Context: an optimization exercise on an open-source flow, tuned for small area. The choices shown serve that exercise and are no tape-out recipe.
Where RTL was checked, it was by simulation tests only, not by an equivalence proof against the original.
For run 1, only the layout was checked, not whether the RTL still works.
In runs 5 and 6 the design's own scripts or RTL, not TritonCTS, make the clock network.
The clock port is modelled as an ideal driver, which makes a skipped or thinned clock tree look cheaper than it is; a real chip needs a root buffer or a tree.
Power figures rest on the tool's default switching activity, not on a simulated workload.

==> flow/design.v <==
module adc128s022 (
    input               clk,
    input               rstn,
    input               ce,
    input               miso,
    input               fl0,         
    input               ld,          
    input       [4:0]   ldv,
    input               xsh,         
    output reg  [8:0]   cnt,
    output reg          ch,
    output reg  [11:0]  sdata,
    output              sclk,
    output              css,
    output              mosi
);
localparam [8:0] C_IDLE  = 9'd0,
                 C_START = 9'd14,
                 C_T0    = 9'd15,
                 C_FRDY  = 9'd289,
                 C_GO    = 9'd290,
                 C_STOP  = 9'd291;
function automatic ge9(input [8:0] x, input [8:0] k);
    integer b;
    reg r;
    begin
        r = 1'b1;
        for (b = 0; b < 9; b = b + 1)
            r = k[b] ? (x[b] & r) : (x[b] | r);
        ge9 = r;
    end
endfunction
function automatic in9(input [8:0] x, input [8:0] lo, input [8:0] hi);
    in9 = ge9(x, lo) & ~ge9(x, hi + 9'd1);
endfunction
wire [8:0] inc;
wire [8:0] icy;
assign icy[0] = 1'b1;
genvar i;
generate for (i = 0; i < 9; i = i + 1) begin : g_inc
    assign inc[i] = cnt[i] ^ icy[i];
    if (i < 8) begin : g_c
        assign icy[i+1] = cnt[i] & icy[i];
    end
end endgenerate
always @(posedge clk)
    if (!rstn) cnt <= C_IDLE;
    else case (cnt)
        C_IDLE, C_STOP: cnt <= ce ? C_START : C_IDLE;
        C_FRDY:         cnt <= (ch & ~ce) ? C_STOP : C_GO;
        C_GO:           cnt <= C_T0;
        default:        cnt <= inc;
    endcase
always @(posedge clk)
    if (cnt == C_IDLE)                      ch <= 1'b0;
    else if (cnt == C_GO || cnt == C_STOP)  ch <= ~ch;
wire samp = (cnt[3:0] == 4'd7) && in9(cnt, 9'd103, 9'd279);
always @(posedge clk)
    if (ld)
        sdata <= {ldv, sdata[6:0]};
    else if (samp || xsh)
        sdata <= {sdata[10:0], miso};
assign css  = ~in9(cnt, 9'd24, 9'd287);
assign sclk = ~(in9(cnt, 9'd32, 9'd279) && ~cnt[3]);
assign mosi = (fl0 & ~in9(cnt, 9'd32, 9'd291)) | (ch & in9(cnt, 9'd96, 9'd111));
endmodule
module slpf (
    input               clk,
    input               rstn,
    input       [8:0]   cnt,
    input               ch,
    input       [11:0]  sdata,
    input               miso,
    output reg  [12:0]  f0,
    output reg  [12:0]  f1,
    output reg          fl0,
    output              last,
    output      [4:0]   ldv,
    output              xsh,
    output              fa
);
localparam [17:0] B = 18'h18358;
localparam [17:0] A = 18'h07ca8;
reg [29:0] R;
reg r0, r1, fl1, k;
function automatic ge9(input [8:0] x, input [8:0] k);
    integer b;
    reg r;
    begin
        r = 1'b1;
        for (b = 0; b < 9; b = b + 1)
            r = k[b] ? (x[b] & r) : (x[b] | r);
        ge9 = r;
    end
endfunction
function automatic in9(input [8:0] x, input [8:0] lo, input [8:0] hi);
    in9 = ge9(x, lo) & ~ge9(x, hi + 9'd1);
endfunction
wire win  = in9(cnt, 9'd64, 9'd80);      
assign xsh = in9(cnt, 9'd76, 9'd80);     
wire p2   = in9(cnt, 9'd279, 9'd291);    
assign last = (cnt == 9'd290) || (cnt == 9'd291);
reg xj, fj;
always @* begin
    case (cnt[3:0])
        4'd7:    begin xj = miso;      fj = ch ? f1[0]  : f0[0];  end
        4'd8:    begin xj = sdata[1];  fj = ch ? f1[1]  : f0[1];  end
        4'd9:    begin xj = sdata[2];  fj = ch ? f1[2]  : f0[2];  end
        4'd10:   begin xj = sdata[3];  fj = ch ? f1[3]  : f0[3];  end
        4'd11:   begin xj = sdata[4];  fj = ch ? f1[4]  : f0[4];  end
        4'd12:   begin xj = sdata[5];  fj = ch ? f1[5]  : f0[5];  end
        4'd13:   begin xj = sdata[6];  fj = ch ? f1[6]  : f0[6];  end
        4'd14:   begin xj = sdata[7];  fj = ch ? f1[7]  : f0[7];  end
        4'd15:   begin xj = sdata[8];  fj = ch ? f1[8]  : f0[8];  end
        4'd0:    begin xj = sdata[9];  fj = ch ? f1[9]  : f0[9];  end
        4'd1:    begin xj = sdata[10]; fj = ch ? f1[10] : f0[10]; end
        default: begin xj = sdata[11]; fj = ch ? f1[11] : f0[11]; end
    endcase
end
wire j0  = (cnt[3:0] == 4'd7);
wire j11 = (cnt[3:1] == 3'd1);
wire rsel = ch ? r1 : r0;
wire fsel = ch ? fl1 : fl0;
wire kin  = j0 ? ~rsel : k;
wire hj   = fsel ? j11 : (~fj ^ kin ^ j11);
always @(posedge clk)
    k <= p2 & (last ? (rstn & ch) : (~fj & kin));
assign fa = k & ~p2;
wire lb = xsh ? sdata[11] : ~R[0];
wire mb = win ? (lb & ~fl0) : hj;
wire xb = p2 & xj;
wire e  = (cnt == 9'd80) | last;
reg [18:0] c;
always @* begin
    case ({e, mb, xb})
        3'b000:  c = 19'h0;
        3'b010:  c = -{1'b0, B};
        3'b001:  c = -{1'b0, A};
        3'b011:  c = 19'h60000;     
        3'b100:  c = 19'h20000;     
        3'b110:  c = {1'b0, A};
        3'b101:  c = {1'b0, B};
        default: c = 19'h0;
    endcase
end
wire [18:0] s;
wire [19:0] cy;
assign cy[0] = 1'b0;
genvar i;
generate for (i = 0; i < 19; i = i + 1) begin : g_add
    wire a = (i < 18) ? R[12 + i] : R[29];
    assign s[i]     = a ^ c[i] ^ cy[i];
    assign cy[i+1]  = (a & c[i]) | (cy[i] & (a ^ c[i]));
end endgenerate
wire [12:0] fnew = s[18:6];
wire        rr   = s[5];
assign      ldv  = {~s[1], ~s[2], ~s[3], ~s[4], s[5]};
always @(posedge clk)
    if (win || p2 || !rstn) R <= (last || !rstn) ? {18'h3ffff, s[0], R[11:1]} : {s, R[11:1]};
always @(posedge clk) begin
    if (last && !ch) begin f0 <= fnew; r0 <= rr; end
    if (last &&  ch) begin f1 <= fnew; r1 <= rr; end
end
always @(posedge clk)
    if (!rstn) begin
        fl0 <= 1'b1;
        fl1 <= 1'b1;
    end else if (last) begin
        if (ch) fl1 <= 1'b0;
        else    fl0 <= 1'b0;
    end
endmodule
module adc_ctrl (
    input                   clk,
    input                   rstn,
    input                   adc_ce,
    output  logic   [11:0]  adc_data0,
    output  logic   [11:0]  adc_data1,
    output  logic           adc_val,
    output          [17:0]  flt_data0,
    output          [17:0]  flt_data1,
    output  logic           flt_val,
    output                  adc_sclk,
    output                  adc_css,
    output                  adc_dout,
    input                   adc_din
);
wire [8:0]  cnt;
wire        ch;
wire [11:0] sdata;
wire [12:0] f0, f1;
wire        fl0, last, xsh, fa;
wire [4:0]  ldv;
adc128s022 adc128s022_u (
    .clk    ( clk       ),
    .rstn   ( rstn      ),
    .ce     ( adc_ce    ),
    .miso   ( adc_din   ),
    .fl0    ( fl0       ),
    .ld     ( last      ),
    .ldv    ( ldv       ),
    .xsh    ( xsh       ),
    .cnt    ( cnt       ),
    .ch     ( ch        ),
    .sdata  ( sdata     ),
    .sclk   ( adc_sclk  ),
    .css    ( adc_css   ),
    .mosi   ( adc_dout  )
);
slpf slpf_u (
    .clk    ( clk       ),
    .rstn   ( rstn      ),
    .cnt    ( cnt       ),
    .ch     ( ch        ),
    .sdata  ( sdata     ),
    .miso   ( adc_din   ),
    .f0     ( f0        ),
    .f1     ( f1        ),
    .fl0    ( fl0       ),
    .last   ( last      ),
    .ldv    ( ldv       ),
    .xsh    ( xsh       ),
    .fa     ( fa        )
);
always_ff @(posedge clk) begin
    adc_val <= (cnt == 9'd288) & ch;
    if (cnt == 9'd288 && !ch) adc_data0 <= sdata;
end
assign adc_data1 = sdata;
logic fb;
always_ff @(posedge clk) begin
    fb      <= rstn & fa;
    flt_val <= fb;
end
assign flt_data0 = {{5{f0[12]}}, f0};
assign flt_data1 = {{5{f1[12]}}, f1};
endmodule
==> flow/flow/run.sh <==
#!/bin/bash
# The standard layout (standard.sh) with these changes:
#  - synthesis: ABC maps for area (flow/synth.tcl); no full/half-adder cells
#  - the smallest buffer on the ports
#  - clock tree from clkbuf_8, larger sink clusters, no dummy loads
set -euo pipefail
cd "$(dirname "$0")/.."
bash standard.sh \
  SYNTH_SCRIPT="$PWD/flow/synth.tcl" \
  ADDER_MAP_FILE= \
  BUFFER_PORTS_ARGS="-buffer_cell sky130_fd_sc_hd__buf_1" \
  CTS_ARGS="-sink_clustering_enable -repair_clock_nets -buf_list sky130_fd_sc_hd__clkbuf_8 -sink_clustering_size 50 -sink_clustering_max_diameter 200 -dont_use_dummy_load" \
  finish > flow_make.log 2>&1
==> flow/flow/synth.tcl <==
# The standard flow's synthesis script (synth_recipe.tcl), with one change: ABC maps the
# logic with an area-oriented script instead of ORFS's delay-driven one (the
# delay target ORFS derives here is 20 ps, far below the 20 ns clock).
# Registers are left as they are, so they match the standard synthesis.
proc synth {args} { yosys synth -nofsm -noshare {*}$args }
proc abc {args} {
  set keep {}
  set i 0
  while { $i < [llength $args] } {
    set a [lindex $args $i]
    if { $a in {-script -constr -D} } {
      incr i 2
      continue
    }
    lappend keep $a
    incr i
  }
  lappend keep -script "+strash;&get -n;&deepsyn -J 100;&put;dch -f;amap"
  yosys abc {*}$keep
}
source $::env(SCRIPTS_DIR)/synth.tcl
# left out here: clear keep_hierarchy, flatten, clean up, hide names made inside functions, write 1_2_yosys.v
==> flow/standard.sh <==
#!/bin/bash
# synth_recipe.tcl (not shown) runs the flow's synth.tcl, then flattens the netlist and writes it again
# the make line also repeats each setting of config.mk as NAME=value (left out here)
make -C /OpenROAD-flow-scripts/flow DESIGN_CONFIG=/design/flow/config.mk WORK_HOME=/design/flow/orfs CLKGATE_MAP_FILE= SYNTH_SCRIPT=/design/flow/synth_recipe.tcl "${@:-finish}"
==> flow/config.mk <==
export PLATFORM = sky130hd
export DESIGN_NAME = adc_ctrl
export DESIGN_NICKNAME = adc_ctrl
export VERILOG_FILES = /design/flow/design.v
export SDC_FILE = /design/flow/constraint.sdc
export NUM_CORES = 4
export LEC_CHECK = 0
export CAP_MARGIN = 20
export CORE_MARGIN = 2
export CORE_UTILIZATION = 40
export SLEW_MARGIN = 20
==> flow/constraint.sdc <==
create_clock -name core_clock -period 20.0 [get_ports {clk}]
set_input_delay 4.0000 -clock core_clock [delete_from_list [all_inputs] [get_ports {clk}]]
set_output_delay 4.0000 -clock core_clock [all_outputs]
set_load 0.01 [all_outputs]
==> impl_results.md, run 1 <==
* Layout cell share with drive strength beyond 1 at 3.03%
* Async set-or-reset flop fraction in the synthesized netlist at 0%
* Worst setup path category: in -> reg
* Design Area, Final at 4640 um2
* Aggregate routed wire length at 9.31 mm
* Post-synthesis area per instance at 11.6 um2
* Clock buffers created by TritonCTS at 9
* Worst r2r path cells at 33
* Max stage delay on crit path at 490 ps
* Placed cell areas at 4520 um2
* Actual transition at the worst max-transition pin at 1010 ps
* Worst Setup Start Kind: primary input
* Switching Fraction at 29.9%
* # H-tree levels at 3
* CP top delay family: simple AND/OR/NAND/NOR gates
* Sequential fraction of the synthesis area at 67.3%
* Vias in the first global route at 2750
* Fin Clk Skew at 15.2 ps
* Drt first-iter violations at 140
* Area of the die at 11200 um2
* Diode insertion count for antenna repair at 0
* Post-detailed-route count of antenna-violating nets at 0
* Most used DFF post-synth: edfxtp_1
* Aggregate global-route resource usage at 17.1%
* Via density at 5.29
* Required time worst endpoint at 20110 ps
* Area share of fa/ha/maj cells after synthesis at 0%
* Setup Buffers After CTS at 0
* Maximum VDD drop at 0.0410 mV
* Clock-pin slew reported for the worst setup and hold paths after clock tree synthesis at 80 ps
* Final TNS setup at 0 ps
* Net count reported at finish at 435
* Residual DRC count at 0
* Critical Path End: slpf_u.R[28]$_SDFFCE_PP1P_
* Area share of xor/xnor cells in the synthesized design at 0%
* Ratio of total power to cell area at 95.1 nW/um2
* Syn Nets at 362
* Post-synthesis share of cell area spent on and, or, nand and nor gates at 14.4%
* Category of the worst setup path capture point: flip-flop
* Most used cell, CP: nor2_1
* Fraction of the core area covered by cells at the end of the flow at 45.6%
* Share of total power in sequential cells at 55.5%
* Max Freq at 0.121 GHz
* Top-area cell type share of the netlist area at 59.5%
* Number of warnings issued by yosys at 3
* Highest fanout seen on the critical path at 10
* Combinational family with the most area after synthesis: simple AND/OR/NAND/NOR gates
* Final worst path period need at 8290 ps
* Total Power Consumption at 441 uW
* Clock power frac at 22.6%
* Total number of placement rows at 37
* Worst relative slew slack at 32.6%
* Routability-driven placement congestion ratio at 0.921
* Hold_sp: fb$_DFF_P_
* First-pass GRT wire length at 14.5 mm
* Netlist area before placement at 4140 um2
* Distinct cell type count of the synthesized netlist at 34
* Post-synthesis to final-layout area growth at 12.2%
* Leakage power total at 1.42 nW
* Minimum hold slack at 329 ps
* CTS tree: built
* R2r setup slk at 12130 ps
* Post-synth EDFFs at 82
* Worst hold path class: reg -> reg
* Startpoint of the worst setup timing path: adc_din
* Cell count after synthesis at 358
* Number of buffer cells added on primary ports at 68
* Main area contributors after synthesis: edfxtp_1 60%, dfxtp_1 7.7%, nor2_1 4.8%
* Detailed-route via count at 2987
* Number of cells upsized or downsized after cts at 0
* Fraction of synthesized area in multiplexers at 0%
* Max-cap viol count at 0
* Count of state elements after synthesis at 98
* Share of the cycle needed by the critical path after routing at 41.5%
* Largest net degree at the start of global routing at 31
* P_sw at 132 uW
* Startpoint of the worst-slack reg-to-reg timing path: adc128s022_u.ch$_SDFFE_PN0N_
* Half-perimeter wire length after placement at 6.71 mm
* Signal arrival time at the worst endpoint at 8400 ps
* Commonest non-fill, non-tap cells in the layout: 82 x edfxtp_1, 68 x buf_1, 53 x nor2_1
* Number of optimization iterations in the first detailed-route pass at 5
* I/O Pins at 69
* Grt total ovfl at 0
* Total of endpoints with negative setup slack in the final report at 0
* Status: finished clean
* Placeable core region at 10200 um2
* Maximum buffer depth of the clock tree at 2
* Logic pwr share at 21.9%
* Horizontal die dimension at 106 um
* Compound-gate portion of the synthesized area at 13.6%
* Total number of clock tree sinks at 98
* Total stage count of the critical path at 26
* Starting density of the core at 40.6%
* Initial antenna violation count at 0
* Most common library cell in the layout ignoring fill and taps: edfxtp_1
* Detail-routed net length per standard cell at 16.5 um
* Slowest stage cell, crit path: nor2_1
* Combined buffer and inverter count along the critical path at 2
* Root buf cell: clkbuf_8
* Top cell type by total area after synthesis: edfxtp_1
* Number of hold violations in the final report at 0
* Unrepaired setup endpoints after global routing: no
* Final number of max-transition violations at 0
* Pint at 309 uW
* Latest clock arrival within the worst-skew pair at 360 ps
* Worst reg2reg endpoint: slpf_u.R[28]$_SDFFCE_PP1P_
* Y dimension of the die at 106 um
* Number of filler instances in the final layout at 1005
* Cts hold-fix bufs at 0
## Yosys cell counts, drive strengths merged, types with 6 or more instances
| cell type | instances |
|---|---|
| edfxtp | 82 |
| nor2 | 53 |
| clkinv | 32 |
| nand2 | 31 |
| o21ai | 24 |
| or2 | 22 |
| dfxtp | 16 |
| nor3 | 16 |
| a21oi | 10 |
| buf | 10 |
| o22ai | 10 |
| a22oi | 8 |
| o21a | 6 |
## power groups by stage
stage	clock (mW)	combinational, mW	sequential [mW]
2_1_floorplan	0	0.0707	0.247
3_3_place_gp	0	0.0933	0.249
3_5_place_dp	0	0.0940	0.249
5_1_grt	0.111	0.108	0.246
6_report	0.0998	0.0966	0.245
4_1_cts	0.103	0.0947	0.245
## layout make-up
type / instances / area (um2) / area share [%]
Multi-Input combinational cell: 218 / 1160 / 24.9
Sequential cell: 98 / 2780 / 60.0
Clock buffer: 9 / 124 / 2.67
Inverter: 32 / 120 / 2.59
Tap cell: 136 / 170 / 3.67
Timing Repair Buffer: 72 / 285 / 6.15
## metal layers
| layer | GRT usage (%) | wire [um] | up-vias |
|---|---|---|---|
| met5 | 0 | 0 | - |
| met4 | 5.55 | 123 | 0 |
| met3 | 4.08 | 604 | 12 |
| met2 | 26.3 | 4340 | 105 |
| met1 | 24.0 | 4240 | 1429 |
| li1 | - | - | 1441 |
## worst min-delay path by stage
stage	endpoint	slack, ps	depth (start not counted)
5_1_grt	flt_val$_DFF_P_	340	0
3_5_place_dp	flt_val$_DFF_P_	310	0
6_report	flt_val$_DFF_P_	330	0
3_3_place_gp	flt_val$_DFF_P_	310	0
4_1_cts	flt_val$_DFF_P_	330	0
2_1_floorplan	flt_val$_DFF_P_	310	0
## kinds of logic (layout without fill, tap and decap cells)
| family | after synthesis | in the layout |
|---|---|---|
| AO/OA/AOI/OAI | 86 | 86 |
| buffers and inverters | 42 | 113 |
| flip-flops | 98 | 98 |
| AND/OR/NAND/NOR | 132 | 132 |
## through the flow
step	setup WS (ps)	std cells
6_report	11710	565
4_1_cts	11770	565
3_5_place_dp	11400	556
3_3_place_gp	11510	556
5_1_grt	11140	565
2_1_floorplan	12070	358
## flip-flops by register name, summed over array words and instances (netlist names), 9 cells and up
name,count
adc128s022_u.cnt,9
adc128s022_u.sdata,12
adc_data0,12
slpf_u.R,30
slpf_u.f0,13
slpf_u.f1,13
==> run 2, diff against run 1 <==
--- a/flow/design.v
+++ b/flow/design.v
@@ -15,6 +15,7 @@
     output              mosi
 );
 localparam [8:0] C_IDLE  = 9'd0,
+                 C_IDLV  = 9'd1,
                  C_START = 9'd14,
                  C_T0    = 9'd15,
                  C_FRDY  = 9'd289,
@@ -44,15 +45,15 @@
     end
 end endgenerate
 always @(posedge clk)
-    if (!rstn) cnt <= C_IDLE;
+    if (!rstn) cnt <= (cnt == 9'd288) ? C_IDLV : C_IDLE;
     else case (cnt)
-        C_IDLE, C_STOP: cnt <= ce ? C_START : C_IDLE;
+        C_IDLE, C_IDLV, C_STOP: cnt <= ce ? C_START : C_IDLE;
         C_FRDY:         cnt <= (ch & ~ce) ? C_STOP : C_GO;
         C_GO:           cnt <= C_T0;
         default:        cnt <= inc;
     endcase
 always @(posedge clk)
-    if (cnt == C_IDLE)                      ch <= 1'b0;
+    if (cnt[8:1] == 8'd0)                   ch <= 1'b0;
     else if (cnt == C_GO || cnt == C_STOP)  ch <= ~ch;
 wire samp = (cnt[3:0] == 4'd7) && in9(cnt, 9'd103, 9'd279);
 always @(posedge clk)
@@ -222,10 +223,9 @@
     .xsh    ( xsh       ),
     .fa     ( fa        )
 );
-always_ff @(posedge clk) begin
-    adc_val <= (cnt == 9'd288) & ch;
+always_ff @(posedge clk)
     if (cnt == 9'd288 && !ch) adc_data0 <= sdata;
-end
+assign adc_val = ((cnt == 9'd289) || (cnt == 9'd1)) & ch;
 assign adc_data1 = sdata;
 logic fb;
 always_ff @(posedge clk) begin
--- a/flow/flow/run.sh
+++ b/flow/flow/run.sh
@@ -9,5 +9,5 @@
   SYNTH_SCRIPT="$PWD/flow/synth.tcl" \
   ADDER_MAP_FILE= \
   BUFFER_PORTS_ARGS="-buffer_cell sky130_fd_sc_hd__buf_1" \
-  CTS_ARGS="-sink_clustering_enable -repair_clock_nets -buf_list sky130_fd_sc_hd__clkbuf_8 -sink_clustering_size 50 -sink_clustering_max_diameter 200 -dont_use_dummy_load" \
+  CTS_ARGS="-sink_clustering_enable -repair_clock_nets -buf_list sky130_fd_sc_hd__clkbuf_8 -sink_clustering_size 30 -sink_clustering_max_diameter 100 -dont_use_dummy_load" \
   finish > flow_make.log 2>&1
--- a/flow/flow/synth.tcl
+++ b/flow/flow/synth.tcl
@@ -15,7 +15,7 @@
     lappend keep $a
     incr i
   }
-  lappend keep -script "+strash;&get -n;&deepsyn -J 100;&put;dch -f;amap"
+  lappend keep -script "+strash;&get -n;&deepsyn -J 100;&put;dch -f;amap;strash;dch -f;amap"
   yosys abc {*}$keep
 }
 source $::env(SCRIPTS_DIR)/synth.tcl
--- a/flow/config.mk
+++ b/flow/config.mk
@@ -7,5 +7,5 @@
 export LEC_CHECK = 0
 export CAP_MARGIN = 20
 export CORE_MARGIN = 2
-export CORE_UTILIZATION = 40
+export CORE_UTILIZATION = 75
 export SLEW_MARGIN = 20
==> impl_results.md, run 2 <==
* Max Freq at 0.120 GHz (-0.73%)
* Net count reported at finish at 437 (+0.46%)
* Maximum buffer depth of the clock tree at 2 (unchanged)
* Signal arrival time at the worst endpoint at 8440 ps (+40 ps)
* Met2 track demand over resource at 48.5% (+22 points)
* Routability-driven placement congestion ratio at 0.961 (+4.4%)
* Cts hold-fix bufs at 0 (unchanged)
* Root buf cell: clkbuf_8
* Detailed-route via count at 3165 (+6.0%)
* Post-synthesis share of cell area spent on and, or, nand and nor gates at 13.8% (-0.58 points)
* Distinct cell type count of the synthesized netlist at 37 (+8.8%)
* Startpoint of the worst-slack reg-to-reg timing path: adc128s022_u.ch$_SDFFE_PN0N_
* Total number of clock tree sinks at 97 (-1.0%)
* Most common library cell in the layout ignoring fill and taps: edfxtp_1
* Initial antenna violation count at 0 (unchanged)
* Max stage delay on crit path at 350 ps (-140 ps)
* Actual transition at the worst max-transition pin at 907 ps (-104 ps)
* Unrepaired setup endpoints after global routing: no
* Category of the worst setup path capture point: flip-flop
* Area share of xor/xnor cells in the synthesized design at 0.210% (+0.21 points)
* Sequential fraction of the synthesis area at 66.4% (-0.93 points)
* Flip-flop count of the largest register, all copies and words added at 30 (unchanged)
* Worst Setup Start Kind: primary input
* Main area contributors after synthesis: edfxtp_1 59%, dfxtp_1 7.2%, o21ai_0 4.0%
* Diode insertion count for antenna repair at 0 (unchanged)
* Maximum VDD drop at 0.0626 mV (+53%)
* Number of optimization iterations in the first detailed-route pass at 6 (+1)
* Top-area cell type share of the netlist area at 59.2% (-0.39 points)
* Worst relative slew slack at 39.3% (+6.7 points)
* Commonest non-fill, non-tap cells in the layout: 82 x edfxtp_1, 68 x buf_1, 38 x clkinv_1
* Total of endpoints with negative setup slack in the final report at 0 (unchanged)
* Worst setup path category: in -> reg
* Biggest regs: slpf_u.R: 30 flops, slpf_u.f0: 13 flops, slpf_u.f1: 13 flops
* Number of filler instances in the final layout at 287 (-71%)
* Y dimension of the die at 78.5 um (-26%)
* Area of the die at 6160 um2 (-45%)
* Worst reg2reg endpoint: slpf_u.R[26]$_SDFFCE_PP1P_
* Status: finished clean
* CTS tree: built
* Top cell type by total area after synthesis: edfxtp_1
* Worst-case setup margin in the final layout at 11650 ps (-60.7 ps)
* Hold Path Cell Cnt at 0 (unchanged)
* Worst r2r path cells at 30 (-9.1%)
* Clock buffers created by TritonCTS at 9 (unchanged)
* Required time worst endpoint at 20080 ps (-30 ps)
* Max-cap viol count at 0 (unchanged)
* Final TNS setup at 0 ps (unchanged)
* Aggregate global-route resource usage at 30.8% (+14 points)
* Post-synthesis to final-layout area growth at 9.89%
* Via density at 6.29 (+19%)
* Largest net degree at the start of global routing at 31 (unchanged)
* Detail-routed net length per standard cell at 18.1 um (+10%)
* Total number of placement rows at 27 (-27%)
* Half-perimeter wire length after placement at 6.62 mm (-1.4%)
* Dominant cell by count in the synthesized netlist: edfxtp_1
* Worst hold endpoint: flt_val$_DFF_P_
* Highest fanout seen on the critical path at 5 (-5)
* Number of buffer cells added on primary ports at 68 (unchanged)
* Place WS at 11480 ps (+80.4 ps)
* Placeable core region at 5440 um2 (-47%)
* First-pass GRT wire length at 14.1 mm (-2.7%)
* Post-synthesis area per instance at 11.5 um2 (-0.45%)
* # H-tree levels at 3 (unchanged)
* Fin Clk Skew at 27.7 ps (+12.4 ps)
* Drt first-iter violations at 366 (+160%)
* Most flops, register: slpf_u.R
* Residual DRC count at 0 (unchanged)
* Combinational family with the most area after synthesis: compound AO/OA/AOI/OAI gates
* R2r setup slk at 13120 ps (+990 ps)
* Most used DFF post-synth: edfxtp_1
* Aggregate routed wire length at 9.13 mm (-2.0%)
* Ratio of total power to cell area at 96.3 nW/um2 (+1.4%)
* Number of cells upsized or downsized after cts at 0 (unchanged)
* Global-route track usage on met3 at 5.06% (+0.98 points)
* Layout cell share with drive strength beyond 1 at 2.78% (-0.25 points)
* Horizontal die dimension at 78.5 um (-26%)
* Count of state elements after synthesis at 97 (-1.0%)
* Share of the cycle needed by the critical path after routing at 41.8% (+0.30 points)
* Compound-gate portion of the synthesized area at 14.4% (+0.78 points)
* Async set-or-reset flop fraction in the synthesized netlist at 0% (unchanged)
* Latest clock arrival within the worst-skew pair at 360 ps (about the same)
* Worst hold path class: reg -> reg
* Number of hold violations in the final report at 0 (unchanged)
* Hold_sp: fb$_DFF_P_
* Fraction of synthesized area in multiplexers at 0% (unchanged)
* Netlist area before placement at 4160 um2 (+0.67%)
* Clock-pin slew reported for the worst setup and hold paths after clock tree synthesis at 70 ps (about the same)
* I/O Pins at 69 (unchanged)
* Grt total ovfl at 0 (unchanged)
* Final worst path period need at 8350 ps (+60.7 ps)
* Cell count after synthesis at 362 (+1.1%)
* Met1 routing resource usage after global routing at 42.0% (+18 points)
* Post-detailed-route count of antenna-violating nets at 0 (unchanged)
* Leakage power total at 1.45 nW (+2.2%)
* Vias in the first global route at 2824 (+2.7%)
* Most frequent cells after synthesis: 82 x edfxtp_1, 38 x clkinv_1, 37 x nor2_1, 36 x nand2_1, 33 x o21ai_0
* Final number of max-transition violations at 0 (unchanged)
* Slowest stage cell, crit path: a222oi_1
* Area share of fa/ha/maj cells after synthesis at 0% (unchanged)
* Number of warnings issued by yosys at 3 (unchanged)
* Setup Buffers After CTS at 0 (unchanged)
* Top Usage Layer GRT: met2
* Post-synth EDFFs at 82 (unchanged)
* Starting density of the core at 76.5% (+36 points)
* Syn Nets at 366 (+1.1%)
run 2: where the power goes:
| group | total, mW | internal (mW) | switching, mW | leakage (nW) |
|---|---|---|---|---|
| clock | 0.0971 | 0.0404 | 0.0567 | 0.0647 |
| sequential | 0.246 | 0.234 | 0.0118 | 0.847 |
| combinational | 0.0981 | 0.0328 | 0.0654 | 0.535 |
run 2: through the flow:
stage | utilization (%) | std cells | hold slack, ps | total power, mW | area (um2)
3_5_place_dp | 81.8 | 494 | 315 | 0.343 | 4450
5_1_grt | 84.1 | 503 | 345 | 0.457 | 4570
3_3_place_gp | 81.8 | 494 | 310 | 0.338 | 4450
4_1_cts | 84.1 | 503 | 331 | 0.436 | 4570
6_report | 84.1 | 503 | 329 | 0.441 | 4570
2_1_floorplan | - | 362 | 310 | 0.316 | 4160
run 2: critical path: cells and delay by family:
| family | cells | cell delay (ps) |
|---|---|---|
| compound gates | 12 | 1910 |
| simple gates | 14 | 2130 |
| buf+inv | 3 | 370 |
run 2: how the worst max path moves through the flow:
stage                 start                    endpoint  slack [ps]  cells after the start
floorplan           adc_din  slpf_u.R[27]$_SDFFCE_PP1P_       12340                     27
global placement    adc_din  slpf_u.R[27]$_SDFFCE_PP1P_       11940                     29
detailed placement  adc_din  slpf_u.R[27]$_SDFFCE_PP1P_       11480                     29
CTS                 adc_din  slpf_u.R[26]$_SDFFCE_PP1P_       11790                     29
global route        adc_din  slpf_u.R[26]$_SDFFCE_PP1P_       11260                     29
finish              adc_din  slpf_u.R[26]$_SDFFCE_PP1P_       11650                     29
run 2: metal layers:
metal	share of wire, %	routed length [um]
met1	41	3780
met2	48	4410
met3	6.9	633
met4	3.4	308
met5	0	0
run 2: cells by family after synthesis:
logic type,after synthesis
flops,97
xor+xnor,1
buf+inv,48
simple gates,124
compound gates,92
run 2: final cells by class:
class                           count  area, um2  area share [%]
Multi-Input combinational cell    217       1180            25.9
Inverter                           38        143            3.12
Tap cell                           72       90.1            1.97
Timing Repair Buffer               70        270            5.91
Sequential cell                    97       2760            60.4
Clock buffer                        9        124            2.71
==> run 3, diff against run 2 <==
--- a/flow/config.mk
+++ b/flow/config.mk
@@ -7,5 +7,5 @@
 export LEC_CHECK = 0
 export CAP_MARGIN = 20
 export CORE_MARGIN = 2
-export CORE_UTILIZATION = 75
+export CORE_UTILIZATION = 60
 export SLEW_MARGIN = 20
==> impl_results.md, run 3 <==
* Status: finished clean
* Combined buffer and inverter count along the critical path at 3 (unchanged)
* Number of buffer cells added on primary ports at 68 (unchanged)
* Dominant cell by count in the synthesized netlist: edfxtp_1
* Drt first-iter violations at 203 (-45%)
* Setup Buffers After CTS at 0 (unchanged)
* Horizontal die dimension at 87.3 um (+11%)
* CTS tree: built
* Total of endpoints with negative setup slack in the final report at 0 (unchanged)
* Net count reported at finish at 438 (+0.23%)
* CP top delay family: compound AO/OA/AOI/OAI gates
* Actual transition at the worst max-transition pin at 927 ps (+19.9 ps)
* Maximum VDD drop at 0.0527 mV (-16%)
* Total placed cells including tap cells at 503 (+1.8%)
* Clock-pin slew reported for the worst setup and hold paths after clock tree synthesis at 70 ps (about the same)
* Reg area at 2760 um2 (unchanged)
* Required time worst endpoint at 20100 ps (+20 ps)
* Via density at 5.85 (-7.1%)
* Fin Clk Skew at 22.7 ps (-4.95 ps)
* Y dimension of the die at 87.3 um (+11%)
* Top-area cell type share of the netlist area at 59.2% (unchanged)
* Total number of clock tree sinks at 97 (unchanged)
* Top cell type by total area after synthesis: edfxtp_1
* Starting density of the core at 61.6% (-15 points)
* Grt total ovfl at 0 (unchanged)
* Max-cap viol count at 0 (unchanged)
* Detailed-route via count at 2994 (-5.4%)
* Half-perimeter wire length after placement at 6.31 mm (-4.6%)
* Syn Nets at 366 (unchanged)
* Latest clock arrival within the worst-skew pair at 360 ps (about the same)
* Count of state elements after synthesis at 97 (unchanged)
* Multi-input gate area at 1180 um2 (-0.21%)
* Most frequent cells after synthesis: 82 x edfxtp_1, 38 x clkinv_1, 37 x nor2_1, 36 x nand2_1, 33 x o21ai_0
* Flip-flop count of the largest register, all copies and words added at 30 (unchanged)
* Main area contributors after synthesis: edfxtp_1 59%, dfxtp_1 7.2%, o21ai_0 4.0%
* Signal arrival time at the worst endpoint at 8120 ps (-320 ps)
* Total number of placement rows at 30 (+11%)
* Placeable core region at 6760 um2 (+24%)
* Clock buffers created by TritonCTS at 9 (unchanged)
* Share of the cycle needed by the critical path after routing at 40.1% (-1.7 points)
* Largest net degree at the start of global routing at 31 (unchanged)
* Slowest stage cell, crit path: a222oi_1
* First-pass GRT wire length at 13.9 mm (-1.4%)
* Post-synth EDFFs at 82 (unchanged)
* Ratio of total power to cell area at 95.1 nW/um2 (-1.3%)
* Most flops, register: slpf_u.R
* Number of warnings issued by yosys at 3 (unchanged)
* Layout cell share with drive strength beyond 1 at 2.78% (-0.0064 points)
* Leakage power total at 1.45 nW (+0.38%)
* Post-synthesis area per instance at 11.5 um2 (unchanged)
* Fraction of the core area covered by cells at the end of the flow at 67.9% (-16 points)
* Max Freq at 0.125 GHz (+4.2%)
* Top Usage Layer GRT: met2
* Netlist area before placement at 4160 um2 (unchanged)
* Post-detailed-route count of antenna-violating nets at 0 (unchanged)
* Number of filler instances in the final layout at 532 (+85%)
* Aggregate routed wire length at 8.74 mm (-4.3%)
* # H-tree levels at 3 (unchanged)
* Detail-routed net length per standard cell at 17.1 um (-6.0%)
* Number of optimization iterations in the first detailed-route pass at 5 (-1)
* Cell count after synthesis at 362 (unchanged)
* Post-synthesis to final-layout area growth at 10.2%
* Number of hold violations in the final report at 0 (unchanged)
* I/O Pins at 69 (unchanged)
* Worst setup path category: in -> reg
* Max stage delay on crit path at 330 ps (-20 ps)
* Most used DFF post-synth: edfxtp_1
* Residual DRC count at 0 (unchanged)
* Diode insertion count for antenna repair at 0 (unchanged)
* Root buf cell: clkbuf_8
* Met1 routing resource usage after global routing at 33.8% (-8.2 points)
* Vias in the first global route at 2730 (-3.3%)
* Non-filler instance count after layout at 512 (+1.8%)
* Maximum buffer depth of the clock tree at 2 (unchanged)
* Unrepaired setup endpoints after global routing: no
* Routability-driven placement congestion ratio at 0.901 (-6.3%)
* Cts hold-fix bufs at 0 (unchanged)
* Number of cells upsized or downsized after cts at 0 (unchanged)
* Final TNS setup at 0 ps (unchanged)
* Area of the die at 7620 um2 (+24%)
* Commonest non-fill, non-tap cells in the layout: 82 x edfxtp_1, 68 x buf_1, 38 x clkinv_1
* Aggregate global-route resource usage at 24.5% (-6.3 points)
* Sequential fraction of the synthesis area at 66.4% (unchanged)
* Met2 track demand over resource at 39.0% (-9.5 points)
* Final number of max-transition violations at 0 (unchanged)
* Global-route track usage on met3 at 3.79% (-1.3 points)
* Category of the worst setup path capture point: flip-flop
* Worst relative slew slack at 38.0% (-1.3 points)
* Biggest regs: slpf_u.R: 30 flops, slpf_u.f0: 13 flops, slpf_u.f1: 13 flops
* Total Power Consumption at 436 uW (-0.99%)
* Highest fanout seen on the critical path at 5 (unchanged)
* Worst hold path class: reg -> reg
* Async set-or-reset flop fraction in the synthesized netlist at 0% (unchanged)
* Initial antenna violation count at 0 (unchanged)
* Distinct cell type count of the synthesized netlist at 37 (unchanged)
* Most common library cell in the layout ignoring fill and taps: edfxtp_1
* Worst Setup Start Kind: primary input
* Final worst path period need at 8010 ps (-339 ps)
[run 3: changes by cell type in the layout (fill, tap and decap cells not counted), sizes merged]
cell,before,now
buf,70,71
[run 3: logic make-up after synthesis]
logic type,synth area share (%)
AND/OR/NAND/NOR,13.8
buffers and inverters,5.23
AO/OA/AOI/OAI,14.4
XOR/XNOR,0.210
flip-flops,66.4
[run 3: final timing paths]
| kind | start | to | slack (ps) | cells after the start |
|---|---|---|---|---|
| worst max register to register | adc128s022_u.cnt[2]$_SDFF_PN0_ | slpf_u.R[27]$_SDFFCE_PP1P_ | 13240 | 32 |
| worst min register to register | fb$_DFF_P_ | flt_val$_DFF_P_ | 340 | 0 |
| worst min-delay path | fb$_DFF_P_ | flt_val$_DFF_P_ | 340 | 0 |
| worst max-delay path | adc_din | slpf_u.R[27]$_SDFFCE_PP1P_ | 11990 | 29 |
[run 3: area by class of cell]
cell class / count / share of cell area, %
clock buffers: 9 / 2.70
inverters: 38 / 3.11
multi-input cells: 217 / 25.8
flip-flops and latches: 97 / 60.2
well taps: 80 / 2.18
repair buffers: 71 / 6.05
[run 3: where the power goes]
part	internal [mW]	switching [mW]	total [mW]	leakage (nW)
Clock	0.0404	0.0570	0.0974	0.0647
Sequential	0.234	0.0113	0.245	0.847
Combinational	0.0328	0.0612	0.0940	0.540
[run 3: per-layer routing]
layer | up-vias | wire [um]
met5 | - | 0
met4 | 0 | 206
met3 | 20 | 522
met2 | 99 | 4130
met1 | 1414 | 3880
li1 | 1461 | -
[run 3: stage by stage]
step | hold slack (ps) | worst slack, ps | instance area (um2)
2_1_floorplan | 310 | 12340 | 4160
3_3_place_gp | 310 | 11900 | 4470
3_5_place_dp | 319 | 11700 | 4470
4_1_cts | 337 | 12040 | 4590
5_1_grt | 350 | 11420 | 4590
6_report | 339 | 11990 | 4590
==> run 4, diff against run 3 <==
--- a/flow/config.mk
+++ b/flow/config.mk
@@ -7,5 +7,5 @@
 export LEC_CHECK = 0
 export CAP_MARGIN = 20
 export CORE_MARGIN = 2
-export CORE_UTILIZATION = 60
+export CORE_UTILIZATION = 40
 export SLEW_MARGIN = 20
==> impl_results.md, run 4 <==
* Most common library cell in the layout ignoring fill and taps: edfxtp_1
* Biggest regs: slpf_u.R: 30 flops, slpf_u.f0: 13 flops, slpf_u.f1: 13 flops
* Ratio of total power to cell area at 94.2 nW/um2 (-0.93%)
* Cts hold-fix bufs at 0 (unchanged)
* Max Freq at 0.125 GHz (+0.56%)
* Design Area, Final at 4660 um2 (+1.5%)
* CP top delay family: simple AND/OR/NAND/NOR gates
* Routability-driven placement congestion ratio at 0.936 (+3.9%)
* Async set-or-reset flop fraction in the synthesized netlist at 0% (unchanged)
* Unrepaired setup endpoints after global routing: no
* Grt total ovfl at 0 (unchanged)
* Most flops, register: slpf_u.R
* Fraction of the core area covered by cells at the end of the flow at 45.5% (-22 points)
* I/O Pins at 69 (unchanged)
* Category of the worst setup path capture point: flip-flop
* Aggregate global-route resource usage at 17.2% (-7.2 points)
* Residual DRC count at 0 (unchanged)
* Total number of placement rows at 37 (+23%)
* Number of warnings issued by yosys at 3 (unchanged)
* Actual transition at the worst max-transition pin at 897 ps (-30.0 ps)
* Clock-pin slew reported for the worst setup and hold paths after clock tree synthesis at 80 ps (about the same)
* Minimum hold slack at 325 ps (-13.8 ps)
* Starting density of the core at 40.7% (-21 points)
* Max-cap viol count at 0 (unchanged)
* Post-synthesis area per instance at 11.5 um2 (unchanged)
* Share of total power in sequential cells at 55.9% (-0.3 points)
* Final TNS setup at 0 ps (unchanged)
* Layout cell share with drive strength beyond 1 at 2.78% (unchanged)
* # H-tree levels at 3 (unchanged)
* Distinct cell type count of the synthesized netlist at 37 (unchanged)
* Commonest non-fill, non-tap cells in the layout: 82 x edfxtp_1, 68 x buf_1, 38 x clkinv_1
* Total of endpoints with negative setup slack in the final report at 0 (unchanged)
* Initial antenna violation count at 0 (unchanged)
* Maximum VDD drop at 0.0298 mV (-43%)
* Number of filler instances in the final layout at 958 (+80%)
* Combined buffer and inverter count along the critical path at 3 (unchanged)
* Latest clock arrival within the worst-skew pair at 380 ps (+20 ps)
* Setup Buffers After CTS at 0 (unchanged)
* Drt first-iter violations at 165 (-19%)
* Most used DFF post-synth: edfxtp_1
* Top Usage Layer GRT: met2
* Worst r2r path cells at 30 (-6.3%)
* Worst relative slew slack at 40.0% (+2.0 points)
* Worst hold path class: reg -> reg
* Leakage power total at 1.45 nW (unchanged)
* Post-detailed-route count of antenna-violating nets at 0 (unchanged)
* Clock buffers created by TritonCTS at 9 (unchanged)
* Max stage delay on crit path at 330 ps (about the same)
* Hold Path Cell Cnt at 0 (unchanged)
* Worst-case setup margin in the final layout at 12030 ps (+44.5 ps)
* Maximum buffer depth of the clock tree at 2 (unchanged)
* Diode insertion count for antenna repair at 0 (unchanged)
* Syn Nets at 366 (unchanged)
* CTS tree: built
* P_sw at 132 uW (+1.9%)
* Dominant cell by count in the synthesized netlist: edfxtp_1
* Fin Clk Skew at 34.6 ps (+11.9 ps)
* Final worst path period need at 7970 ps (-44.5 ps)
* Detailed-route via count at 3019 (+0.84%)
* Slowest stage cell, crit path: nor3_1
* Post-synth EDFFs at 82 (unchanged)
* Total number of clock tree sinks at 97 (unchanged)
* Cell count after synthesis at 362 (unchanged)
* Aggregate routed wire length at 9.34 mm (+6.9%)
* Netlist area before placement at 4160 um2 (unchanged)
* Non-filler instance count after layout at 568 (+11%)
* Pint at 307 uW (about the same)
* Worst setup path category: in -> reg
* Main area contributors after synthesis: edfxtp_1 59%, dfxtp_1 7.2%, o21ai_0 4.0%
* Largest net degree at the start of global routing at 31 (unchanged)
* Placed cell areas at 4540 um2 (+1.6%)
* Worst Setup Start Kind: primary input
* Met1 routing resource usage after global routing at 22.4% (-11 points)
* Total Power Consumption at 439 uW (+0.58%)
* Vias in the first global route at 2829 (+3.6%)
* Place WS at 11690 ps (-5.90 ps)
* Y dimension of the die at 106 um (+21%)
* Detail-routed net length per standard cell at 16.4 um (-3.6%)
* Top-area cell type share of the netlist area at 59.2% (unchanged)
* Logic pwr share at 21.7% (+0.2 points)
* Switching Fraction at 30.1% (+0.40 points)
* Most frequent cells after synthesis: 82 x edfxtp_1, 38 x clkinv_1, 37 x nor2_1, 36 x nand2_1, 33 x o21ai_0
* Number of buffer cells added on primary ports at 68 (unchanged)
* Global-route track usage on met3 at 3.80% (+0.0099 points)
* Half-perimeter wire length after placement at 6.81 mm (+7.9%)
* Post-synthesis to final-layout area growth at 11.9%
* Number of optimization iterations in the first detailed-route pass at 5 (unchanged)
* Net count reported at finish at 438 (unchanged)
* Number of hold violations in the final report at 0 (unchanged)
* Total stage count of the critical path at 29 (unchanged)
* Area of the die at 11200 um2 (+47%)
* Share of the cycle needed by the critical path after routing at 39.8% (-0.22 points)
* Flip-flop count of the largest register, all copies and words added at 30 (unchanged)
* Root buf cell: clkbuf_8
* Highest fanout seen on the critical path at 5 (unchanged)
* Horizontal die dimension at 106 um (+21%)
* Sequential fraction of the synthesis area at 66.4% (unchanged)
* Required time worst endpoint at 20120 ps (+20 ps)
* Clock power frac at 22.4% (about the same)
* Final number of max-transition violations at 0 (unchanged)
* Top cell type by total area after synthesis: edfxtp_1
* Count of state elements after synthesis at 97 (unchanged)
* Signal arrival time at the worst endpoint at 8090 ps (-30 ps)
* Placeable core region at 10200 um2 (+51%)
* Via density at 5.32 (-9.1%)
* Status: finished clean
* Total placed cells including tap cells at 559 (+11%)
* First-pass GRT wire length at 14.6 mm (+5.0%)
* Met2 track demand over resource at 27.5% (-12 points)
* Number of cells upsized or downsized after cts at 0 (unchanged)
==> run 4: kinds of logic after synthesis <==
family / count (synthesis) / share of synthesized area (%)
compound gates: 92 / 14.4
xor+xnor: 1 / 0.210
buf+inv: 48 / 5.23
flops: 97 / 66.4
simple gates: 124 / 13.8
==> run 4: final timing paths <==
check                                                  start  slack [ps]                    endpoint
worst min-delay path                              fb$_DFF_P_         330             flt_val$_DFF_P_
worst min register to register                    fb$_DFF_P_         330             flt_val$_DFF_P_
worst max register to register  adc128s022_u.ch$_SDFFE_PN0N_       13320  slpf_u.R[26]$_SDFFCE_PP1P_
worst max-delay path                                 adc_din       12030  slpf_u.R[26]$_SDFFCE_PP1P_
==> run 4: final cells by class <==
type,instances,area (um2),share of cell area [%]
tap,136,170,3.65
clock buffer,9,124,2.66
inverter,38,143,3.06
timing repair buffer,71,278,5.96
multi-input combinational,217,1180,25.4
sequential,97,2760,59.3
==> run 4: layer usage <==
layer  routed length [um]  share of wire (%)  vias to the layer above
met5                    0                  0                        -
met4                  238                2.5                        0
met3                  559                6.0                       18
met2                 4360                 47                      102
met1                 4180                 45                     1434
li1                     -                  -                     1465
==> run 4: power by group through the flow <==
stage          logic (mW)  registers (mW)  clock network, mW
6_report           0.0951           0.245             0.0985
5_1_grt             0.107           0.247              0.108
4_1_cts            0.0942           0.245              0.103
3_5_place_dp       0.0937           0.249                  0
3_3_place_gp       0.0929           0.249                  0
2_1_floorplan      0.0707           0.245                  0
==> run 4: worst reg2reg max path: cells and delay by family, from the launching register on <==
| kind | cells | cell delay [ps] |
|---|---|---|
| compound gates | 14 | 2760 |
| buf+inv | 2 | 740 |
| flops | 1 | 770 |
| simple gates | 14 | 2180 |
==> run 5, diff against run 4 <==
==> flow/flow/run.sh (replaced) <==
#!/bin/bash
# The standard layout (standard.sh) with these changes:
#  - synthesis: ABC maps for area (flow/synth.tcl); no full/half-adder cells
#  - the smallest buffer on the ports
#  - the clock tree built by flow/cts_pre.tcl instead of TritonCTS
set -euo pipefail
cd "$(dirname "$0")/.."
bash standard.sh \
  SYNTH_SCRIPT="$PWD/flow/synth.tcl" \
  ADDER_MAP_FILE= \
  BUFFER_PORTS_ARGS="-buffer_cell sky130_fd_sc_hd__buf_1" \
  PRE_CTS_TCL="$PWD/flow/cts_pre.tcl" \
  finish > flow_make.log 2>&1
==> flow/flow/cts_pre.tcl (new file) <==
# Sourced by ORFS's cts.tcl before clock tree synthesis (PRE_CTS_TCL).
# Builds the clock tree here (flow/tree.tcl: one root buffer, five leaf
# buffers over balanced groups of sinks) in place of TritonCTS, whose H-tree
# uses nine clkbuf_8 for this design's ~100 registers.
source [file join [file dirname [info script]] tree.tcl]
my_clock_tree 5 sky130_fd_sc_hd__clkbuf_8 sky130_fd_sc_hd__clkbuf_4
rename clock_tree_synthesis my_unused_clock_tree_synthesis
proc clock_tree_synthesis {args} { puts "clock tree built by flow/cts_pre.tcl" }
set_propagated_clock [all_clocks]
==> flow/flow/tree.tcl (new file) <==
# Clock tree: the clock sinks are split into K groups by position (k-means),
# each group driven by one clock buffer next to it; the clock port drives the
# K buffers. Replaces TritonCTS's H-tree (9 buffers) for this small design.
proc my_clock_tree { K master_name {root_name ""} } {
  set db [ord::get_db]
  set block [ord::get_db_block]
  set master [$db findMaster $master_name]
  set clk_net [$block findNet clk]
  set sinks {}
  foreach it [$clk_net getITerms] {
    set loc [[$it getInst] getLocation]
    lappend sinks [list $it [lindex $loc 0] [lindex $loc 1]]
  }
  set n [llength $sinks]
  # initial centres: spread along x
  set sorted [lsort -integer -index 1 $sinks]
  set cx {}; set cy {}
  for {set k 0} {$k < $K} {incr k} {
    set s [lindex $sorted [expr {int(($k + 0.5) * $n / $K)}]]
    lappend cx [lindex $s 1]; lappend cy [lindex $s 2]
  }
  set cap [expr {($n + $K - 1) / $K}]
  for {set iter 0} {$iter < 30} {incr iter} {
    # capacity-limited greedy assignment: closest sink-centre pairs first
    set pairs {}
    set i 0
    foreach s $sinks {
      for {set k 0} {$k < $K} {incr k} {
        lappend pairs [list [expr {abs([lindex $s 1] - [lindex $cx $k]) + abs([lindex $s 2] - [lindex $cy $k])}] $i $k]
      }
      incr i
    }
    set assign [lrepeat $n -1]
    set sn [lrepeat $K 0]
    foreach p [lsort -integer -index 0 $pairs] {
      lassign $p d i k
      if {[lindex $assign $i] >= 0 || [lindex $sn $k] >= $cap} { continue }
      lset assign $i $k
      lset sn $k [expr {[lindex $sn $k] + 1}]
    }
    set sx [lrepeat $K 0.0]; set sy [lrepeat $K 0.0]
    set i 0
    foreach s $sinks {
      set k [lindex $assign $i]
      lset sx $k [expr {[lindex $sx $k] + [lindex $s 1]}]
      lset sy $k [expr {[lindex $sy $k] + [lindex $s 2]}]
      incr i
    }
    for {set k 0} {$k < $K} {incr k} {
      if {[lindex $sn $k] > 0} {
        lset cx $k [expr {int([lindex $sx $k] / [lindex $sn $k])}]
        lset cy $k [expr {int([lindex $sy $k] / [lindex $sn $k])}]
      }
    }
  }
  set top_net $clk_net
  if {$root_name ne ""} {
    set rinst [odb::dbInst_create $block [$db findMaster $root_name] "clkbuf_bench_root"]
    set rnet [odb::dbNet_create $block "clknet_bench_root"]
    $rnet setSigType CLOCK
    [$rinst findITerm A] connect $clk_net
    [$rinst findITerm X] connect $rnet
    set mx 0; set my 0
    for {set k 0} {$k < $K} {incr k} { set mx [expr {$mx + [lindex $cx $k]}]; set my [expr {$my + [lindex $cy $k]}] }
    $rinst setLocation [expr {int($mx / $K)}] [expr {int($my / $K)}]
    $rinst setPlacementStatus PLACED
    set top_net $rnet
  }
  for {set k 0} {$k < $K} {incr k} {
    set inst [odb::dbInst_create $block $master "clkbuf_bench_$k"]
    set net [odb::dbNet_create $block "clknet_bench_$k"]
    $net setSigType CLOCK
    [$inst findITerm A] connect $top_net
    [$inst findITerm X] connect $net
    $inst setLocation [lindex $cx $k] [lindex $cy $k]
    $inst setPlacementStatus PLACED
    set nets($k) $net
  }
  set i 0
  foreach s $sinks {
    set it [lindex $s 0]
    set k [lindex $assign $i]
    $it disconnect
    $it connect $nets($k)
    incr i
  }
  puts "my_clock_tree: $n sinks in $K groups: [lindex [list $sn] 0]"
}
--- a/flow/config.mk
+++ b/flow/config.mk
@@ -7,5 +7,5 @@
 export LEC_CHECK = 0
 export CAP_MARGIN = 20
 export CORE_MARGIN = 2
-export CORE_UTILIZATION = 40
+export CORE_UTILIZATION = 75
 export SLEW_MARGIN = 20
==> impl_results.md, run 5 <==
* Status: finished clean
* P_sw at 129 uW (-2.3%)
* Most flops, register: slpf_u.R
* Routability-driven placement congestion ratio at 0.961 (+2.7%)
* Compound-gate portion of the synthesized area at 14.4% (unchanged)
* Starting density of the core at 76.5% (+36 points)
* Share of the cycle needed by the critical path after routing at 41.4% (+1.6 points)
* Max stage delay on crit path at 350 ps (+20 ps)
* Worst Setup Start Kind: primary input
* Pint at 292 uW (-5.0%)
* Area share of xor/xnor cells in the synthesized design at 0.210% (unchanged)
* Max-cap viol count at 0 (unchanged)
* Number of filler instances in the final layout at 294 (-69%)
* Number of cells upsized or downsized after cts at 0 (unchanged)
* Detailed-route via count at 3176 (+5.2%)
* Signal arrival time at the worst endpoint at 8440 ps (+350 ps)
* Switching Fraction at 30.7% (+0.59 points)
* Initial antenna violation count at 0 (unchanged)
* Commonest non-fill, non-tap cells in the layout: 82 x edfxtp_1, 68 x buf_1, 38 x clkinv_1
* Total number of placement rows at 27 (-27%)
* Dominant cell by count in the synthesized netlist: edfxtp_1
* Hold Path Cell Cnt at 0 (unchanged)
* Latest clock arrival within the worst-skew pair at 400 ps (+20 ps)
* Worst r2r path cells at 30 (unchanged)
* Flip-flop count of the largest register, all copies and words added at 30 (unchanged)
* Net count reported at finish at 434 (-0.91%)
* Residual DRC count at 0 (unchanged)
* Total placed cells including tap cells at 494 (-12%)
* Leakage power total at 1.42 nW (-2.0%)
* Placeable core region at 5440 um2 (-47%)
* Area share of fa/ha/maj cells after synthesis at 0% (unchanged)
* Final worst path period need at 8280 ps (+315 ps)
* Number of warnings issued by yosys at 3 (unchanged)
* Actual transition at the worst max-transition pin at 902 ps (+4.68 ps)
* Number of optimization iterations in the first detailed-route pass at 5 (unchanged)
* Aggregate routed wire length at 8.97 mm (-4.0%)
* Top-area cell type share of the netlist area at 59.2% (unchanged)
* Via density at 6.35 (+20%)
* Cell count after synthesis at 362 (unchanged)
* Number of buffer cells added on primary ports at 68 (unchanged)
* Fin Clk Skew at 15.6 ps (-19.0 ps)
* Clock power frac at 18.4% (-4.0 points)
* Post-synthesis to final-layout area growth at 8.75%
* Distinct cell type count of the synthesized netlist at 37 (unchanged)
* Most common library cell in the layout ignoring fill and taps: edfxtp_1
* Reg area at 2760 um2 (unchanged)
* Setup Buffers After CTS at 0 (unchanged)
* Fraction of the core area covered by cells at the end of the flow at 83.2% (+38 points)
* Worst hold path class: reg -> reg
* Worst hold endpoint: flt_val$_DFF_P_
* Main area contributors after synthesis: edfxtp_1 59%, dfxtp_1 7.2%, o21ai_0 4.0%
* Half-perimeter wire length after placement at 6.62 mm (-2.8%)
* Multi-input gate area at 1180 um2 (+0.21%)
* Number of hold violations in the final report at 0 (unchanged)
* Detail-routed net length per standard cell at 17.9 um (+9.0%)
* Post-detailed-route count of antenna-violating nets at 0 (unchanged)
* Slowest stage cell, crit path: a222oi_1
* Ratio of total power to cell area at 92.9 nW/um2 (-1.4%)
* Horizontal die dimension at 78.5 um (-26%)
* Startpoint of the worst-slack reg-to-reg timing path: adc128s022_u.ch$_SDFFE_PN0N_
* Share of total power in sequential cells at 58.4% (+2.5 points)
* Clock-pin slew reported for the worst setup and hold paths after clock tree synthesis at 120 ps (+40 ps)
* Netlist area before placement at 4160 um2 (unchanged)
* Unrepaired setup endpoints after global routing: no
* Logic pwr share at 23.2% (+1.5 points)
* I/O Pins at 69 (unchanged)
* Maximum VDD drop at 0.0815 mV (+170%)
* Sequential fraction of the synthesis area at 66.4% (unchanged)
* Worst reg2reg endpoint: slpf_u.R[27]$_SDFFCE_PP1P_
* Count of state elements after synthesis at 97 (unchanged)
* Post-synthesis area per instance at 11.5 um2 (unchanged)
* Combinational family with the most area after synthesis: compound AO/OA/AOI/OAI gates
* Post-synthesis share of cell area spent on and, or, nand and nor gates at 13.8% (unchanged)
* Worst relative slew slack at 39.7% (-0.31 points)
* Most frequent cells after synthesis: 82 x edfxtp_1, 38 x clkinv_1, 37 x nor2_1, 36 x nand2_1, 33 x o21ai_0
* Top cell type by total area after synthesis: edfxtp_1
* First-pass GRT wire length at 14.1 mm (-3.4%)
* Async set-or-reset flop fraction in the synthesized netlist at 0% (unchanged)
* Hold_sp: fb$_DFF_P_
* Total of endpoints with negative setup slack in the final report at 0 (unchanged)
* Cts hold-fix bufs at 0 (unchanged)
* Final number of max-transition violations at 0 (unchanged)
* Diode insertion count for antenna repair at 0 (unchanged)
* Y dimension of the die at 78.5 um (-26%)
* Post-synth EDFFs at 82 (unchanged)
* Most used DFF post-synth: edfxtp_1
* Vias in the first global route at 2821 (-0.28%)
* Non-filler instance count after layout at 500 (-12%)
* Final TNS setup at 0 ps (unchanged)
* Aggregate global-route resource usage at 29.2% (+12 points)
* Drt first-iter violations at 352 (+110%)
* Required time worst endpoint at 20150 ps (+30 ps)
* R2r setup slk at 13150 ps (-170 ps)
* Category of the worst setup path capture point: flip-flop
* Worst setup path category: in -> reg
* Fraction of synthesized area in multiplexers at 0% (unchanged)
* Largest net degree at the start of global routing at 31 (unchanged)
* Max Freq at 0.121 GHz (-3.8%)
* Biggest regs: slpf_u.R: 30 flops, slpf_u.f0: 13 flops, slpf_u.f1: 13 flops
* Total Power Consumption at 421 uW (-4.2%)
* Highest fanout seen on the critical path at 5 (unchanged)
* Area of the die at 6160 um2 (-45%)
* Syn Nets at 366 (unchanged)
* Layout cell share with drive strength beyond 1 at 2.10% (-0.67 points)
* Grt total ovfl at 0 (unchanged)
-- run 5: area by class of cell --
cell class              instances  area share [%]
inverters                      38            3.15
flip-flops and latches         97            61.0
repair buffers                 70            5.97
well taps                      72            1.99
multi-input cells             217            26.2
plain buffers                   6            1.69
-- run 5: cell families after synthesis --
logic type             count (synthesis)
AND/OR/NAND/NOR                      124
flip-flops                            97
AO/OA/AOI/OAI                         92
buffers and inverters                 48
XOR/XNOR                               1
-- run 5: routing by layer --
layer / GRT usage (%) / wire (um)
met5: 0 / 0
met4: 8.77 / 278
met3: 3.33 / 706
met2: 48.2 / 4440
met1: 41.5 / 3540
-- run 5: per-stage QoR --
stage	hold WS, ps	cell area (um2)	worst slack (ps)
after floorplan	310	4160	12340
after global placement	310	4450	11940
after detailed placement	315	4450	11480
after CTS	342	4530	11900
after global routing	354	4530	11390
final	341	4530	11720
-- run 5: critical path: cells and delay by family --
family	cells	cell delay, ps
buffers and inverters	3	380
AOI/OAI and AO/OA	13	2030
and+or+nand+nor	13	2040
-- run 5: worst max path at each step --
| stage | start | endpoint | slack (ps) | cells past startpoint |
|---|---|---|---|---|
| after detailed placement | adc_din | slpf_u.R[27]$_SDFFCE_PP1P_ | 11480 | 29 |
| after global placement | adc_din | slpf_u.R[27]$_SDFFCE_PP1P_ | 11940 | 29 |
| after floorplan | adc_din | slpf_u.R[27]$_SDFFCE_PP1P_ | 12340 | 27 |
| final | adc_din | slpf_u.R[27]$_SDFFCE_PP1P_ | 11720 | 29 |
| after global routing | adc_din | slpf_u.R[26]$_SDFFCE_PP1P_ | 11390 | 29 |
| after CTS | adc_din | slpf_u.R[27]$_SDFFCE_PP1P_ | 11900 | 29 |
-- run 5: power groups by stage --
stage          logic, mW  registers, mW  clock network [mW]
4_1_cts           0.0945          0.245              0.0779
3_5_place_dp      0.0940          0.249                   0
6_report          0.0977          0.245              0.0774
5_1_grt            0.107          0.247              0.0844
2_1_floorplan     0.0707          0.245                   0
3_3_place_gp      0.0886          0.249                   0
==> run 6, diff against run 5 <==
--- a/flow/design.v
+++ b/flow/design.v
@@ -44,26 +44,29 @@
         assign icy[i+1] = cnt[i] & icy[i];
     end
 end endgenerate
-always @(posedge clk)
-    if (!rstn) cnt <= (cnt == 9'd288) ? C_IDLV : C_IDLE;
-    else case (cnt)
-        C_IDLE, C_IDLV, C_STOP: cnt <= ce ? C_START : C_IDLE;
-        C_FRDY:         cnt <= (ch & ~ce) ? C_STOP : C_GO;
-        C_GO:           cnt <= C_T0;
-        default:        cnt <= inc;
-    endcase
-always @(posedge clk)
-    if (cnt[8:1] == 8'd0)                   ch <= 1'b0;
-    else if (cnt == C_GO || cnt == C_STOP)  ch <= ~ch;
-wire samp = (cnt[3:0] == 4'd7) && in9(cnt, 9'd103, 9'd279);
+wire top   = cnt[8] & cnt[5];
+wire idle  = ~|cnt[8:1];
+wire frdy  = top & ~cnt[1] &  cnt[0];
+wire go    = top &  cnt[1] & ~cnt[0];
+wire stop  = top &  cnt[1] &  cnt[0];
+always @(posedge clk)
+    if (!rstn)              cnt <= {8'd0, top & ~cnt[1] & ~cnt[0]};
+    else if (idle || stop)  cnt <= ce ? C_START : C_IDLE;
+    else if (frdy)          cnt <= (ch & ~ce) ? C_STOP : C_GO;
+    else if (go)            cnt <= C_T0;
+    else                    cnt <= inc;
+always @(posedge clk)
+    if (idle)                   ch <= 1'b0;
+    else if (top & cnt[1])      ch <= ~ch;
+wire samp = (cnt[3:0] == 4'd7) & (cnt[8] | cnt[7] | (cnt[6] & cnt[5]));
 always @(posedge clk)
     if (ld)
         sdata <= {ldv, sdata[6:0]};
     else if (samp || xsh)
         sdata <= {sdata[10:0], miso};
-assign css  = ~in9(cnt, 9'd24, 9'd287);
-assign sclk = ~(in9(cnt, 9'd32, 9'd279) && ~cnt[3]);
-assign mosi = (fl0 & ~in9(cnt, 9'd32, 9'd291)) | (ch & in9(cnt, 9'd96, 9'd111));
+assign css  = top | (~|cnt[8:5] & ~(cnt[4] & cnt[3]));
+assign sclk = ~(|cnt[8:5] & ~cnt[3] & ~top);
+assign mosi = (fl0 & ~|cnt[8:5]) | (ch & (cnt[8:4] == 5'd6));
 endmodule
 module slpf (
     input               clk,
@@ -97,10 +100,11 @@
 function automatic in9(input [8:0] x, input [8:0] lo, input [8:0] hi);
     in9 = ge9(x, lo) & ~ge9(x, hi + 9'd1);
 endfunction
-wire win  = in9(cnt, 9'd64, 9'd80);      
-assign xsh = in9(cnt, 9'd76, 9'd80);     
-wire p2   = in9(cnt, 9'd279, 9'd291);    
-assign last = (cnt == 9'd290) || (cnt == 9'd291);
+wire c80  = (cnt == 9'd80);
+wire win  = (cnt[8:4] == 5'd4) | c80;                       
+assign xsh = ((cnt[8:4] == 5'd4) & cnt[3] & cnt[2]) | c80;   
+wire p2   = cnt[8] & (cnt[5] | (cnt[4] & (cnt[3] | (cnt[2] & cnt[1] & cnt[0]))));  
+assign last = cnt[8] & cnt[5] & cnt[1];                       
 reg xj, fj;
 always @* begin
     case (cnt[3:0])
@@ -130,7 +134,7 @@
 wire lb = xsh ? sdata[11] : ~R[0];
 wire mb = win ? (lb & ~fl0) : hj;
 wire xb = p2 & xj;
-wire e  = (cnt == 9'd80) | last;
+wire e  = c80 | last;
 reg [18:0] c;
 always @* begin
     case ({e, mb, xb})
@@ -224,8 +228,8 @@
     .fa     ( fa        )
 );
 always_ff @(posedge clk)
-    if (cnt == 9'd288 && !ch) adc_data0 <= sdata;
-assign adc_val = ((cnt == 9'd289) || (cnt == 9'd1)) & ch;
+    if (cnt[8] & cnt[5] & ~cnt[1] & ~cnt[0] & ~ch) adc_data0 <= sdata;
+assign adc_val = ((cnt[8] & cnt[5] & ~cnt[1] & cnt[0]) | (cnt == 9'd1)) & ch;
 assign adc_data1 = sdata;
 logic fb;
 always_ff @(posedge clk) begin
==> impl_results.md, run 6 <==
* Status: finished clean
* Final TNS setup at 0 ps (unchanged)
* Worst-case setup margin in the final layout at 11330 ps (-387 ps)
* Latest clock arrival within the worst-skew pair at 420 ps (+20 ps)
* Final worst path period need at 8670 ps (+387 ps)
* Highest fanout seen on the critical path at 7 (+2)
* Async set-or-reset flop fraction in the synthesized netlist at 0% (unchanged)
* Unrepaired setup endpoints after global routing: no
* Top-area cell type share of the netlist area at 60.2% (+1.0 points)
* Most frequent cells after synthesis: 82 x edfxtp_1, 53 x nor2_1, 37 x clkinv_1, 36 x o21ai_0, 22 x nand2_1
* Residual DRC count at 0 (unchanged)
* Maximum VDD drop at 0.0950 mV (+17%)
* Syn Nets at 358 (-2.2%)
* Top cell type by total area after synthesis: edfxtp_1
* Diode insertion count for antenna repair at 0 (unchanged)
* Area of the die at 6060 um2 (-1.6%)
* Actual transition at the worst max-transition pin at 953 ps (+51.4 ps)
* Post-detailed-route count of antenna-violating nets at 0 (unchanged)
* Routability-driven placement congestion ratio at 0.914 (-4.9%)
* Most flops, register: slpf_u.R
* Worst setup path category: in -> reg
* Combinational family with the most area after synthesis: compound AO/OA/AOI/OAI gates
* Commonest non-fill, non-tap cells in the layout: 82 x edfxtp_1, 68 x buf_1, 52 x nor2_1
* Via density at 6.54 (+3.0%)
* Largest net degree at the start of global routing at 31 (unchanged)
* Max-cap viol count at 0 (unchanged)
* Most used DFF post-synth: edfxtp_1
* Area share of xor/xnor cells in the synthesized design at 0% (-0.21 points)
* Signal arrival time at the worst endpoint at 8850 ps (+410 ps)
* Post-synth EDFFs at 82 (unchanged)
* Layout cell share with drive strength beyond 1 at 2.38% (+0.27 points)
* Category of the worst setup path capture point: flip-flop
* Cell count after synthesis at 354 (-2.2%)
* Number of filler instances in the final layout at 262 (-11%)
* Ratio of total power to cell area at 91.6 nW/um2 (-1.4%)
* Total of endpoints with negative setup slack in the final report at 0 (unchanged)
* Total Power Consumption at 409 uW (-2.8%)
* Placeable core region at 5170 um2 (-4.9%)
* Share of total power in sequential cells at 58.7% (+0.3 points)
* Total number of placement rows at 26 (-3.7%)
* Share of the cycle needed by the critical path after routing at 43.4% (+1.9 points)
* Post-synthesis to final-layout area growth at 9.02%
* Area share of fa/ha/maj cells after synthesis at 0% (unchanged)
* Biggest regs: slpf_u.R: 30 flops, slpf_u.f0: 13 flops, slpf_u.f1: 13 flops
* Number of buffer cells added on primary ports at 68 (unchanged)
* Grt total ovfl at 0 (unchanged)
* Logic pwr share at 22.1% (-1.1 points)
* Non-filler instance count after layout at 491 (-1.8%)
* Worst hold path class: reg -> reg
==> run 6: cell types whose count changed after synthesis, sizes merged, moves of 5 or more <==
cell	before	now
o22ai	12	6
a21oi	9	16
nor2	37	53
nand3	8	3
nand2	36	22
==> run 6: layer usage <==
metal  up-vias  share of wire (%)  GRT usage [%]
met2       248                 51           59.7
met3        51                9.0           3.37
met5         -                  0              0
met4         0                3.7           10.5
li1       1417                  -              -
met1      1497                 37           43.8
==> run 6: cell type report <==
| type | count | area, um2 | area share, % |
|---|---|---|---|
| tap | 70 | 87.6 | 1.96 |
| inverter | 37 | 139 | 3.11 |
| sequential | 97 | 2760 | 61.9 |
| timing repair buffer | 71 | 278 | 6.23 |
| buffer | 6 | 76.3 | 1.71 |
| multi-input combinational | 210 | 1120 | 25.0 |
==> run 6: power by group through the flow <==
stage	sequential (mW)	clock, mW	combinational [mW]
3_3_place_gp	0.243	0	0.0809
4_1_cts	0.239	0.0768	0.0868
2_1_floorplan	0.241	0	0.0612
6_report	0.240	0.0782	0.0904
3_5_place_dp	0.244	0	0.0858
5_1_grt	0.241	0.0841	0.0977
==> run 6: worst max-delay path: stages <==
cell and delay [ps]:
buf_1 90, a222oi_1 270, nor3_1 140, nor2_1 440, clkinv_1 260, o21ai_0 370, o21ai_0 240, o21a_1 240
nor2_1 160, nor2_1 100, o21ai_0 230, o21ai_0 150, nor2_1 160, nand2_1 90, clkinv_1 60, nand2_1 80
o21ai_0 210, o221ai_1 260, nor2_1 190, nor2_1 80, a22o_1 260, nand2_1 100, o21ai_0 130, nand2_1 110
o21ai_0 170, or2_0 260
==> run 6: worst paths after layout <==
path	from	depth (start not counted)	end	slack, ps
setup / recovery	adc_din	26	slpf_u.R[29]$_SDFFCE_PP1P_	11330
setup reg to reg	adc128s022_u.ch$_SDFFE_PN0P_	35	slpf_u.R[29]$_SDFFCE_PP1P_	12150
hold reg to reg	fb$_DFF_P_	0	flt_val$_DFF_P_	340
hold / removal	fb$_DFF_P_	0	flt_val$_DFF_P_	340
==> run 6: cell families after synthesis <==
group	Yosys count
buf+inv	47
compound gates	93
flops	97
simple gates	117

Check on run 6: ideal ports give 11.328 ns setup slack; a clkbuf_16 on the clock port and buf_2 on the inputs give 11.336 ns; moving port delays by the midpoint clock arrival (0.440 ns) as well gives 10.896 ns.
